Background: an optimization exercise with open tools, aiming at small area, a short achievable clock period and few clock cycles. Do not read the settings as production practice.
In this exercise RTL edits were held to simulation tests only and were not proved equivalent to the original.
Power is estimated from default activity; no workload was simulated.

## run A
==> flow/design.v <==
`timescale 1ns / 1ps
module process(
	input clk,
	input rst,
	input [23:0] in_pix,
	output reg [5:0] row, col,
	output reg out_we,
	output reg [23:0] out_pix,
	output reg mirror_done,
	output reg gray_done,
	output reg filter_done);
localparam PM = 2'd0, PG = 2'd1, PF = 2'd2;
reg [1:0]  phase, nphase;
reg [1:0]  sub, nsub;
reg [12:0] cnt, ncnt;
wire [6:0]  s = cnt[12:6];
wire [5:0]  i = cnt[5:0];
wire [12:0] cinc = cnt + 13'd1;
wire        last11 = (cnt[10:0] == 11'd2047);
wire        dirA  = cnt[6] ^ cnt[12];
wire [5:0]  a_row = cnt[11:6] ^ {6{cnt[12]}};
wire [5:0]  a_col = cnt[5:0] ^ {6{dirA}};
wire [13:0] wpx   = {1'b0, cnt} - 14'd66;
wire [5:0]  w_row = wpx[11:6];
wire [5:0]  w_col = wpx[5:0] ^ {6{~wpx[6]}};
wire        w_ok  = (wpx[13:12] == 2'b00);
reg [5:0] nrow, ncol;
reg nwe, nmd, ngd, nfd;
reg f_i0, f_s0, f_ra;
reg nf_i0, nf_s0, nf_ra;
reg f_byp, nf_byp;
always @(*) begin
	nphase = phase; nsub = sub; ncnt = cnt;
	nrow = a_row; ncol = a_col;
	nwe = 1'b0; nmd = 1'b0; ngd = 1'b0; nfd = 1'b0;
	nf_i0 = f_i0; nf_s0 = f_s0; nf_ra = f_ra; nf_byp = 1'b0;
	case (phase)
	PM: begin
		nrow = {sub == 2'd0, cnt[10:6] ^ {5{sub == 2'd0}}};
		ncol = cnt[5:0];
		nwe = (sub != 2'd2);
		nsub = (sub == 2'd2) ? 2'd0 : sub + 2'd1;
		if (sub == 2'd1) begin nmd = last11; ncnt = cinc; end
		if (sub == 2'd2 && cnt[11]) begin nphase = PG; ncnt = 13'd0; end
	end
	PG: begin
		nrow = cnt[10:5];
		ncol = {cnt[4:0], ~sub[0]};
		nwe = sub[0] ^ sub[1];
		nsub = sub + 2'd1;
		if (sub == 2'd2) begin ngd = last11; ncnt = cinc; end
		if (sub == 2'd3 && cnt[11]) begin
			nphase = PF; ncnt = 13'd0;
			nf_i0 = 1'b1; nf_s0 = 1'b1; nf_ra = 1'b1;
		end
	end
	default: begin
		case (sub)
		2'd0: begin
			nsub = 2'd1; ncnt = cinc; nf_byp = f_i0;
			nrow = w_row; ncol = w_col; nwe = w_ok;
			nfd = (cnt == 13'd4161);
		end
		2'd1: begin
			if (cnt == 13'd4162) begin
				nphase = PM; nsub = 2'd0; ncnt = 13'd0; nrow = 6'd0; ncol = 6'd0;
			end else if (i == 6'd2 && s != 7'd0 && !(cnt[12] && cnt[11:6] != 6'd0)) begin
				nsub = 2'd2; ncol = {6{dirA}};
			end else begin
				nsub = 2'd0;
				nwe = ~cnt[12] | (cnt == 13'd4096);
				nf_i0 = (i == 6'd0); nf_s0 = (cnt <= 13'd64); nf_ra = ~cnt[12];
			end
		end
		default: begin
			nsub = 2'd0;
			nwe = ~cnt[12];
			nf_i0 = 1'b0; nf_s0 = 1'b0; nf_ra = ~cnt[12];
		end
		endcase
	end
	endcase
end
always @(posedge clk) begin
	if (rst) begin
		phase <= PM; sub <= 2'd0; cnt <= 13'd0;
		f_i0 <= 1'b1; f_s0 <= 1'b1; f_ra <= 1'b1; f_byp <= 1'b0;
		row <= 6'd0; col <= 6'd0; out_we <= 1'b0;
		mirror_done <= 1'b0; gray_done <= 1'b0; filter_done <= 1'b0;
	end else begin
		phase <= nphase; sub <= nsub; cnt <= ncnt;
		f_i0 <= nf_i0; f_s0 <= nf_s0; f_ra <= nf_ra; f_byp <= nf_byp;
		row <= nrow; col <= ncol; out_we <= nwe;
		mirror_done <= nmd; gray_done <= ngd; filter_done <= nfd;
	end
end
reg [23:0] P;
reg [7:0]  G0, G1;
reg [8:0]  E;
reg signed [12:0] K, J;
reg mxr, mxg, mxb, mnr, mng, mnb;
wire [7:0] pr = P[23:16], pg = P[15:8], pb = P[7:0];
wire [7:0] pmax = ({8{mxr}} & pr) | ({8{mxg}} & pg) | ({8{mxb}} & pb);
wire [7:0] pmin = ({8{mnr}} & pr) | ({8{mng}} & pg) | ({8{mnb}} & pb);
wire [8:0] gsum = {1'b0, pmax} + {1'b0, pmin};
wire irg = in_pix[23:16] > in_pix[15:8];
wire irb = in_pix[23:16] > in_pix[7:0];
wire igb = in_pix[15:8] > in_pix[7:0];
wire signed [12:0] pT = P[22:10];
wire [9:0] pH = P[9:0];
wire first = f_i0;
wire signed [12:0] Dn = J - $signed({3'b0, out_pix[9:0]});
wire [7:0] Dcl = Dn[12] ? 8'd0 : (|Dn[11:8]) ? 8'd255 : Dn[7:0];
wire [9:0] Hs = {1'b0, E} + {2'b0, G0};
wire signed [12:0] Ts = K - $signed({5'b0, G0});
wire [9:0] Hn = first ? {1'b0, E} : Hs;
wire signed [12:0] Tn = first ? K : Ts;
wire fA = (phase == PF) && (sub == 2'd0);
wire fB = (phase == PF) && (sub == 2'd1);
always @(posedge clk) begin
	P <= f_byp ? {1'b0, Tn, Hn} : in_pix;
	mxr <= irg & irb;
	mxg <= ~(irg & irb) & igb;
	mxb <= ~(irg & irb) & ~igb;
	mnb <= irb & igb;
	mng <= ~(irb & igb) & irg;
	mnr <= ~(irb & igb) & ~irg;
	E <= {1'b0, G0} + {1'b0, G1};
	K <= fA ? K - $signed({3'b0, f_s0 ? 10'd0 : pH})
	        : $signed({2'b0, G0, 3'b000}) + $signed({5'b0, G0}) - $signed({5'b0, G1});
end
always @(posedge clk) begin
	case (phase)
	PM: out_pix <= in_pix;
	PG: out_pix <= {8'd0, gsum[8:1], 8'd0};
	default: begin
		case (sub)
		2'd0: begin
			out_pix <= {8'd0, Dcl, 8'd0};
			J <= pT;
			G1 <= first ? 8'd0 : G0;
			G0 <= f_ra ? in_pix[15:8] : 8'd0;
		end
		2'd1: out_pix <= {1'b0, Tn, Hn};
		default: ;
		endcase
	end
	endcase
end
endmodule
==> flow/config.mk <==
export PLATFORM = sky130hd
export DESIGN_NAME = process
export DESIGN_NICKNAME = process
export VERILOG_FILES = /design/flow/design.v
export SDC_FILE = /design/flow/constraint.sdc
export NUM_CORES = 4
export LEC_CHECK = 0
export CAP_MARGIN = 20
export CORE_MARGIN = 2
export CORE_UTILIZATION = 45
export CTS_BUF_LIST = sky130_fd_sc_hd__clkbuf_8
export PLACE_DENSITY = 0.6
export SETUP_SLACK_MARGIN = 4.1
export SLEW_MARGIN = 20
==> flow/constraint.sdc <==
create_clock -name core_clock -period 7.0 [get_ports {clk}]
set_input_delay 1.4000 -clock core_clock [delete_from_list [all_inputs] [get_ports {clk}]]
set_output_delay 1.4000 -clock core_clock [all_outputs]
set_load 0.01 [all_outputs]
run.sh (not shown) runs the stock make flow with config.mk's settings and CLKGATE_MAP_FILE= SYNTH_SCRIPT=/design/flow/synth_recipe.tcl, a recipe that flattens the netlist after the stock synthesis.
Testbench counts of run A, summed over its fixed seeds: cycles 363,584.
## Diff of input files: run B against run A
--- a/flow/config.mk
+++ b/flow/config.mk
@@ -10,3 +10,2 @@
 export CORE_UTILIZATION = 45
-export CTS_BUF_LIST = sky130_fd_sc_hd__clkbuf_8
 export PLACE_DENSITY = 0.6
Findings:
~same minimum period implied by the final worst setup slack in run A and run B
Compare run A and run B | number of buffer and inverter stages on the critical path higher: run A
Between run A and run B, the finished layout cell area figures differ only marginally.
The overall power of run B was inferior to that of run A.
Number of DRC markers in iteration 0: run B better than run A
As far as slew at the pin with the worst max-slew slack is concerned, run A and run B perform about the same.
For maximum operating frequency, run B and run A come out practically identical.
Per the final summary, run B finished and its layout is clean on timing, DRC and antenna.
#### Input delta (run C over run B)
==> flow/flow/run.sh (new file) <==
#!/bin/bash
# The standard layout (the standard.sh, standard synthesis unchanged),
# except that the port buffers are sky130_fd_sc_hd__buf_2 cells.
# make's full output goes to make.log in the work folder; ORFS keeps each
# step's own log under orfs/logs.
set -euo pipefail
bash standard.sh "BUFFER_PORTS_ARGS=-buffer_cell sky130_fd_sc_hd__buf_2" finish > make.log 2>&1
==> flow/standard.sh (new file) <==
#!/bin/bash
# synth_recipe.tcl (not shown) runs the flow's synth.tcl, then flattens the netlist and writes it again
# the make line also repeats each setting of config.mk as NAME=value (left out here)
make -C /OpenROAD-flow-scripts/flow DESIGN_CONFIG=/design/flow/config.mk WORK_HOME=/design/flow/orfs CLKGATE_MAP_FILE= SYNTH_SCRIPT=/design/flow/synth_recipe.tcl "${@:-finish}"
--- a/flow/config.mk
+++ b/flow/config.mk
@@ -11,3 +11,3 @@
 export PLACE_DENSITY = 0.6
-export SETUP_SLACK_MARGIN = 4.1
+export SETUP_SLACK_MARGIN = 4.3
 export SLEW_MARGIN = 20
removed: flow/run.sh
[summary]
Compared with run B, run C shows a portion of total power attributed to the clock network that is 1.5 points higher. The global-route wire length before repair of run C and that of run B are within noise of each other. According to the power report, total power for run C is higher than for run B. Against run B, run C reports a critical path buffer and inverter count that is higher. Comparing run B with run C, the global-route usage came out essentially unchanged. Run C reports a lower maximum fanout along the worst path than run B does. Compared with run B, run C shows a path depth of the worst reg2reg path that is 3 higher.
Edits applied to the flow inputs when going from run C to run D:
==> flow/flow/run.sh <==
#!/bin/bash
# The standard layout (the standard.sh, standard synthesis unchanged),
# except that the port buffers are sky130_fd_sc_hd__buf_1 cells.
# make's full output goes to make.log in the work folder; ORFS keeps each
# step's own log under orfs/logs.
set -euo pipefail
bash standard.sh "BUFFER_PORTS_ARGS=-buffer_cell sky130_fd_sc_hd__buf_1" finish > make.log 2>&1
--- a/flow/config.mk
+++ b/flow/config.mk
@@ -11,3 +11,3 @@
 export PLACE_DENSITY = 0.6
-export SETUP_SLACK_MARGIN = 4.3
+export SETUP_SLACK_MARGIN = 4.1
 export SLEW_MARGIN = 20
--- outcome ---
On via count of the first global-routing pass, the lower figure sits with run C, not run D. Compared with run C, run D shows arrival time of data at the critical path endpoint higher by 40 ps. In terms of global-route usage, run C and run D differ only marginally. Higher multi-input logic area goes to run C over run D. Run D ended up with sky130_fd_sc_hd__or4_1 as its critical-path cell with the highest stage delay; run C ended up with sky130_fd_sc_hd__edfxtp_1.

[re-timing with driven ports]
How much do the figures lean on ideal ports? The routed layouts below were timed once more, with nothing changed but the port constraints. Step 1 sets driving cells, clkbuf_16 on the clock port and buf_2 on the other inputs (assumed; they add their load-dependent delay and slew). Step 2 also shifts input and output timing later by t, the mid clock arrival at the registers, as if the neighbouring blocks saw the same clock. Three values: ideal, step 1, step 2; two values: the first two.
run | t (ns) | setup WS [ns] | worst hold slack (ns) | slew at the worst register clock pin (ns)
run A | 0.500 | 3.952 / 3.952 / 3.722 | 0.483 / 0.483 / 0.483 | 0.09 / 0.09
run B | 0.476 | 3.955 / 3.955 / 3.739 | 0.489 / 0.489 / 0.489 | 0.06 / 0.06
run C | 0.467 | 4.020 / 4.020 / 3.892 | 0.496 / 0.496 / 0.496 | 0.07 / 0.07
run D | 0.476 | 3.984 / 3.984 / 3.798 | 0.479 / 0.479 / 0.479 | 0.07 / 0.07
After both steps every run listed still meets setup and hold. The setup slack of run A, which loses most, moves by 0.000 ns with the drivers and by -0.230 ns with both steps.
